This is an optimization exercise on Yosys and OpenROAD, whose aim is small area, not a production implementation. Where RTL was checked, it was by simulation tests only, not by an equivalence proof against the original.

==> 03-11: inputs <==
## complex_sinusoid_ddfs
module complex_sinusoid_ddfs#(parameter ROM_DEPTH = 2048, ROM_WIDTH = 16)
(
        input wire                           i_clk,
        input wire                           i_rst,
        input wire        [31:0]             i_freq_control,
        input wire        [1:0]              i_invert_out,
        output reg signed [ROM_WIDTH-1:0]    o_real,
        output reg signed [ROM_WIDTH-1:0]    o_imag
);
==> flow/config.mk <==
export PLATFORM = sky130hd
export DESIGN_NAME = complex_sinusoid_ddfs
export DESIGN_NICKNAME = complex_sinusoid_ddfs
export VERILOG_FILES = /design/flow/design.v
export SDC_FILE = /design/flow/constraint.sdc
export NUM_CORES = 4
export LEC_CHECK = 0
export ABC_AREA = 1
export CAP_MARGIN = 20
export CORE_MARGIN = 2
export CORE_UTILIZATION = 40
export CTS_BUF_LIST = sky130_fd_sc_hd__clkbuf_8
export GPL_TIMING_DRIVEN = 0
export PLACE_DENSITY = 0.6
export SLEW_MARGIN = 20
export SYNTH_HIERARCHICAL = 1
==> flow/constraint.sdc <==
create_clock -name core_clock -period 10.0 [get_ports {i_clk}]
set_input_delay 2.0000 -clock core_clock [delete_from_list [all_inputs] [get_ports {i_clk}]]
set_output_delay 2.0000 -clock core_clock [all_outputs]
set_load 0.01 [all_outputs]
standard.sh (not shown) runs the stock make flow with config.mk's settings and CLKGATE_MAP_FILE= SYNTH_SCRIPT=/design/flow/synth_recipe.tcl, a recipe that flattens the netlist after the stock synthesis.
==> flow/flow/run.sh <==
#!/bin/bash
# Layout flow: the standard flow (standard.sh, the ORFS make targets up to
# finish) with two changes:
#  - synthesis runs flow/synth.tcl, which sources synth_recipe.tcl unchanged but
#    has ABC map with flow/abc.script;
#  - the port buffers are sky130_fd_sc_hd__buf_1 cells.
# make's full output goes to flow_make.log here; ORFS keeps each step's log
# under orfs/logs.
set -euo pipefail
export FLOW_SYNTH_TCL=$PWD/synth_recipe.tcl
export CUSTOM_ABC_SCRIPT=$PWD/flow/abc.script
bash standard.sh "SYNTH_SCRIPT=$PWD/flow/synth.tcl" "BUFFER_PORTS_ARGS=-buffer_cell sky130_fd_sc_hd__buf_1" finish > flow_make.log 2>&1
==> flow/flow/abc.script <==
strash
dch
map -a
==> flow/flow/synth.tcl <==
# The standard flow's own synthesis script (synth_recipe.tcl, sourced unchanged), except
# that ABC maps every module with flow/abc.script (area-oriented) instead of
# ORFS's abc_area.script.
proc abc {args} {
  set i [lsearch -exact $args -script]
  lset args [expr { $i + 1 }] $::env(CUSTOM_ABC_SCRIPT)
  yosys abc {*}$args
}
source $::env(FLOW_SYNTH_TCL)
==> 11-06: changes against 03-11 <==
--- a/flow/design.v
+++ b/flow/design.v
@@ -1006,43 +1006,43 @@
   wire n277;
   wire n278;
   wire n279;
   wire n280;
   wire n281;
   wire n282;
   wire n283;
-  ddfs_fa nha2 (.a(c0n[1]), .b(~(c1[3]&t[0])), .c(1'b1), .s(n1), .co(n2));
+  ddfs_han nha2 (.a(c0n[1]), .b(~(c1[3]&t[0])), .s(n1), .co(n2));
   ddfs_fa nfa4 (.a(c0n[2]), .b(~(c1[4]&t[0])), .c(~(c1[3]&t[1])), .s(n3), .co(n4));
-  ddfs_fa nha6 (.a(c0n[3]), .b(~(c1[5]&t[0])), .c(1'b1), .s(n5), .co(n6));
-  ddfs_fa nha8 (.a(~(c1[1]&t[0])), .b(~(c1[0]&t[1])), .c(1'b1), .s(n7), .co(n8));
+  ddfs_han nha6 (.a(c0n[3]), .b(~(c1[5]&t[0])), .s(n5), .co(n6));
+  ddfs_han nha8 (.a(~(c1[1]&t[0])), .b(~(c1[0]&t[1])), .s(n7), .co(n8));
   ddfs_fa nfa10 (.a(c0n[0]), .b(~(c1[2]&t[0])), .c(~(c1[1]&t[1])), .s(n9), .co(n10));
   ddfs_fa nfa12 (.a(~(c1[0]&t[2])), .b(~(c2[4]&g[2])), .c(~(c2[3]&g[3])), .s(n11), .co(n12));
   ddfs_fa nfa14 (.a(~(c1[2]&t[1])), .b(~(c1[1]&t[2])), .c(~(c1[0]&t[3])), .s(n13), .co(n14));
   ddfs_fa nfa16 (.a(~(c2[4]&g[3])), .b(~(c2[3]&g[4])), .c(~(c2[2]&g[5])), .s(n15), .co(n16));
-  ddfs_fa nha18 (.a(~(c2[1]&g[6])), .b(~(c2[0]&g[7])), .c(1'b1), .s(n17), .co(n18));
+  ddfs_han nha18 (.a(~(c2[1]&g[6])), .b(~(c2[0]&g[7])), .s(n17), .co(n18));
   ddfs_fa nfa20 (.a(~(c1[2]&t[2])), .b(~(c1[1]&t[3])), .c(~(c1[0]&t[4])), .s(n19), .co(n20));
   ddfs_fa nfa22 (.a(~(c2[4]&g[4])), .b(~(c2[3]&g[5])), .c(~(c2[2]&g[6])), .s(n21), .co(n22));
   ddfs_fa nfa24 (.a(~(c2[1]&g[7])), .b(n2), .c(n3), .s(n23), .co(n24));
   ddfs_fa nfa26 (.a(~(c1[4]&t[1])), .b(~(c1[3]&t[2])), .c(~(c1[2]&t[3])), .s(n25), .co(n26));
   ddfs_fa nfa28 (.a(~(c1[1]&t[4])), .b(~(c2[4]&g[5])), .c(~(c2[3]&g[6])), .s(n27), .co(n28));
   ddfs_fa nfa30 (.a(~(c2[2]&g[7])), .b(n4), .c(n5), .s(n29), .co(n30));
   ddfs_fa nfa32 (.a(c0n[4]), .b(~(c1[6]&t[0])), .c(~(c1[5]&t[1])), .s(n31), .co(n32));
   ddfs_fa nfa34 (.a(~(c1[4]&t[2])), .b(~(c1[3]&t[3])), .c(~(c1[2]&t[4])), .s(n33), .co(n34));
   ddfs_fa nfa36 (.a(~(c2[4]&g[6])), .b(~(c2[3]&g[7])), .c(n6), .s(n35), .co(n36));
   ddfs_fa nfa38 (.a(c0n[5]), .b(~(c1[7]&t[0])), .c(~(c1[6]&t[1])), .s(n37), .co(n38));
   ddfs_fa nfa40 (.a(~(c1[5]&t[2])), .b(~(c1[4]&t[3])), .c(~(c1[3]&t[4])), .s(n39), .co(n40));
-  ddfs_fa nha42 (.a(~(c2[4]&g[7])), .b(neg), .c(1'b1), .s(n41), .co(n42));
+  ddfs_han nha42 (.a(~(c2[4]&g[7])), .b(neg), .s(n41), .co(n42));
   ddfs_fa nfa44 (.a(c0n[6]), .b(~(c1[8]&t[0])), .c(~(c1[7]&t[1])), .s(n43), .co(n44));
-  ddfs_fa nha46 (.a(~(c1[6]&t[2])), .b(~(c1[5]&t[3])), .c(1'b1), .s(n45), .co(n46));
+  ddfs_han nha46 (.a(~(c1[6]&t[2])), .b(~(c1[5]&t[3])), .s(n45), .co(n46));
   ddfs_fa nfa48 (.a(c0n[7]), .b(~(c1[9]&t[0])), .c(~(c1[8]&t[1])), .s(n47), .co(n48));
-  ddfs_fa nha50 (.a(c0n[8]), .b(~(c1[10]&t[0])), .c(1'b1), .s(n49), .co(n50));
-  ddfs_fa nha52 (.a(c0n[9]), .b(~(c1[11]&t[0])), .c(1'b1), .s(n51), .co(n52));
+  ddfs_han nha50 (.a(c0n[8]), .b(~(c1[10]&t[0])), .s(n49), .co(n50));
+  ddfs_han nha52 (.a(c0n[9]), .b(~(c1[11]&t[0])), .s(n51), .co(n52));
   ddfs_fa nfa54 (.a(~(c1[0]&t[0])), .b(~(c2[4]&g[0])), .c(~(c2[3]&g[1])), .s(n53), .co(n54));
   ddfs_fa nfa56 (.a(~(c2[4]&g[1])), .b(~(c2[3]&g[2])), .c(~(c2[2]&g[3])), .s(n55), .co(n56));
-  ddfs_fa nha58 (.a(~(c2[1]&g[4])), .b(~(c2[0]&g[5])), .c(1'b1), .s(n57), .co(n58));
+  ddfs_han nha58 (.a(~(c2[1]&g[4])), .b(~(c2[0]&g[5])), .s(n57), .co(n58));
   ddfs_fa nfa60 (.a(~(c2[2]&g[4])), .b(~(c2[1]&g[5])), .c(~(c2[0]&g[6])), .s(n59), .co(n60));
   ddfs_fa nfa62 (.a(n8), .b(n9), .c(n11), .s(n61), .co(n62));
   ddfs_fa nfa64 (.a(n1), .b(n10), .c(n12), .s(n63), .co(n64));
   ddfs_fa nfa66 (.a(n13), .b(n15), .c(n17), .s(n65), .co(n66));
   ddfs_fa nfa68 (.a(n14), .b(n16), .c(n18), .s(n67), .co(n68));
   ddfs_fa nfa70 (.a(n19), .b(n21), .c(n23), .s(n69), .co(n70));
   ddfs_fa nfa72 (.a(n20), .b(n22), .c(n24), .s(n71), .co(n72));
@@ -1058,15 +1058,15 @@
   ddfs_fa nfa92 (.a(~(c1[9]&t[1])), .b(~(c1[8]&t[2])), .c(~(c1[7]&t[3])), .s(n91), .co(n92));
   ddfs_fa nfa94 (.a(~(c1[6]&t[4])), .b(n48), .c(n49), .s(n93), .co(n94));
   ddfs_fa nfa96 (.a(~(c1[10]&t[1])), .b(~(c1[9]&t[2])), .c(~(c1[8]&t[3])), .s(n95), .co(n96));
   ddfs_fa nfa98 (.a(~(c1[7]&t[4])), .b(n50), .c(n51), .s(n97), .co(n98));
   ddfs_fa nfa100 (.a(c0n[10]), .b(~(c1[11]&t[1])), .c(~(c1[10]&t[2])), .s(n99), .co(n100));
   ddfs_fa nfa102 (.a(~(c1[9]&t[3])), .b(~(c1[8]&t[4])), .c(n52), .s(n101), .co(n102));
   ddfs_fa nfa104 (.a(c0n[11]), .b(~(c1[11]&t[2])), .c(~(c1[10]&t[3])), .s(n103), .co(n104));
-  ddfs_fa nha106 (.a(~(c2[3]&g[0])), .b(~(c2[2]&g[1])), .c(1'b1), .s(n105), .co(n106));
+  ddfs_han nha106 (.a(~(c2[3]&g[0])), .b(~(c2[2]&g[1])), .s(n105), .co(n106));
   ddfs_fa nfa108 (.a(~(c2[2]&g[2])), .b(~(c2[1]&g[3])), .c(~(c2[0]&g[4])), .s(n107), .co(n108));
   ddfs_fa nfa110 (.a(n7), .b(n54), .c(n55), .s(n109), .co(n110));
   ddfs_fa nfa112 (.a(n56), .b(n58), .c(n59), .s(n111), .co(n112));
   ddfs_fa nfa114 (.a(n60), .b(n62), .c(n63), .s(n113), .co(n114));
   ddfs_fa nfa116 (.a(n64), .b(n66), .c(n67), .s(n115), .co(n116));
   ddfs_fa nfa118 (.a(n68), .b(n70), .c(n71), .s(n117), .co(n118));
   ddfs_fa nfa120 (.a(n72), .b(n74), .c(n75), .s(n119), .co(n120));
@@ -1074,15 +1074,15 @@
   ddfs_fa nfa124 (.a(n80), .b(n82), .c(n83), .s(n123), .co(n124));
   ddfs_fa nfa126 (.a(n84), .b(n86), .c(n87), .s(n125), .co(n126));
   ddfs_fa nfa128 (.a(n88), .b(n90), .c(n91), .s(n127), .co(n128));
   ddfs_fa nfa130 (.a(n92), .b(n94), .c(n95), .s(n129), .co(n130));
   ddfs_fa nfa132 (.a(n96), .b(n98), .c(n99), .s(n131), .co(n132));
   ddfs_fa nfa134 (.a(~(c1[9]&t[4])), .b(n100), .c(n102), .s(n133), .co(n134));
   ddfs_fa nfa136 (.a(c0n[12]), .b(~(c1[11]&t[3])), .c(~(c1[10]&t[4])), .s(n135), .co(n136));
-  ddfs_fa nha138 (.a(~(c2[2]&g[0])), .b(~(c2[1]&g[1])), .c(1'b1), .s(n137), .co(n138));
+  ddfs_han nha138 (.a(~(c2[2]&g[0])), .b(~(c2[1]&g[1])), .s(n137), .co(n138));
   ddfs_fa nfa140 (.a(~(c2[1]&g[2])), .b(~(c2[0]&g[3])), .c(n105), .s(n139), .co(n140));
   ddfs_fa nfa142 (.a(n53), .b(n106), .c(n107), .s(n141), .co(n142));
   ddfs_fa nfa144 (.a(n57), .b(n108), .c(n109), .s(n143), .co(n144));
   ddfs_fa nfa146 (.a(n61), .b(n110), .c(n111), .s(n145), .co(n146));
   ddfs_fa nfa148 (.a(n65), .b(n112), .c(n113), .s(n147), .co(n148));
   ddfs_fa nfa150 (.a(n69), .b(n114), .c(n115), .s(n149), .co(n150));
   ddfs_fa nfa152 (.a(n73), .b(n116), .c(n117), .s(n151), .co(n152));
==> flow/flow/run.sh (replaced) <==
#!/bin/bash
# Layout flow: the standard flow (standard.sh, the ORFS make targets up to
# finish) unchanged, except that the port buffers buffer_ports inserts are
# sky130_fd_sc_hd__buf_1 cells. make's full output goes to flow_make.log here;
# ORFS keeps each step's log under orfs/logs.
set -euo pipefail
bash standard.sh "BUFFER_PORTS_ARGS=-buffer_cell sky130_fd_sc_hd__buf_1" finish > flow_make.log 2>&1
removed: flow/flow/abc.script
removed: flow/flow/synth.tcl
==> run notes <==
Status -> finished clean
Crit path depth -> 36
Distinct cells, synth -> 39
Sequential share of cell area -> 8.70%
Final cell count without fillers -> 2549
Avg Synthesized Cell Area -> 6.76 µm²
[end of results for 11-06]
==> run notes <==
Status -> finished clean
Sequential share of cell area -> 9.15%
Crit path depth -> 26
Avg Synthesized Cell Area -> 7.76 µm²
Distinct cells, synth -> 42
Final cell count without fillers -> 2122
[end of results for 03-11]
No functional check of the RTL was part of 03-11.

-- what the ideal ports hide --
The results above use ideal ports. As a check the final layouts listed here were re-extracted and re-timed, cells and wires unchanged.
Step 1 assumes that a clkbuf_16 drives the clock port and a buf_2 every other input.
Step 2, shift: input delay + t, output delay - t, t = (earliest + latest rising clock arrival at the registers) / 2. This alone moves slack from input paths to output paths.
Slacks: ideal ports / drivers / drivers and shift; pairs: ideal ports / drivers.
| run | t (ns) | setup slack, ns | worst data-port slew with drivers (ns) |
|---|---|---|---|
| 03-11 | 0.396 | 0.283 / 0.283 / 0.142 | 0.05 |
| 11-06 | 0.418 | 0.384 / 0.384 / 0.384 | 0.06 |
After both steps setup and hold are still met in every run listed. The setup slack of 03-11, which loses most, moves by 0.000 ns with the drivers and by -0.141 ns with both steps.
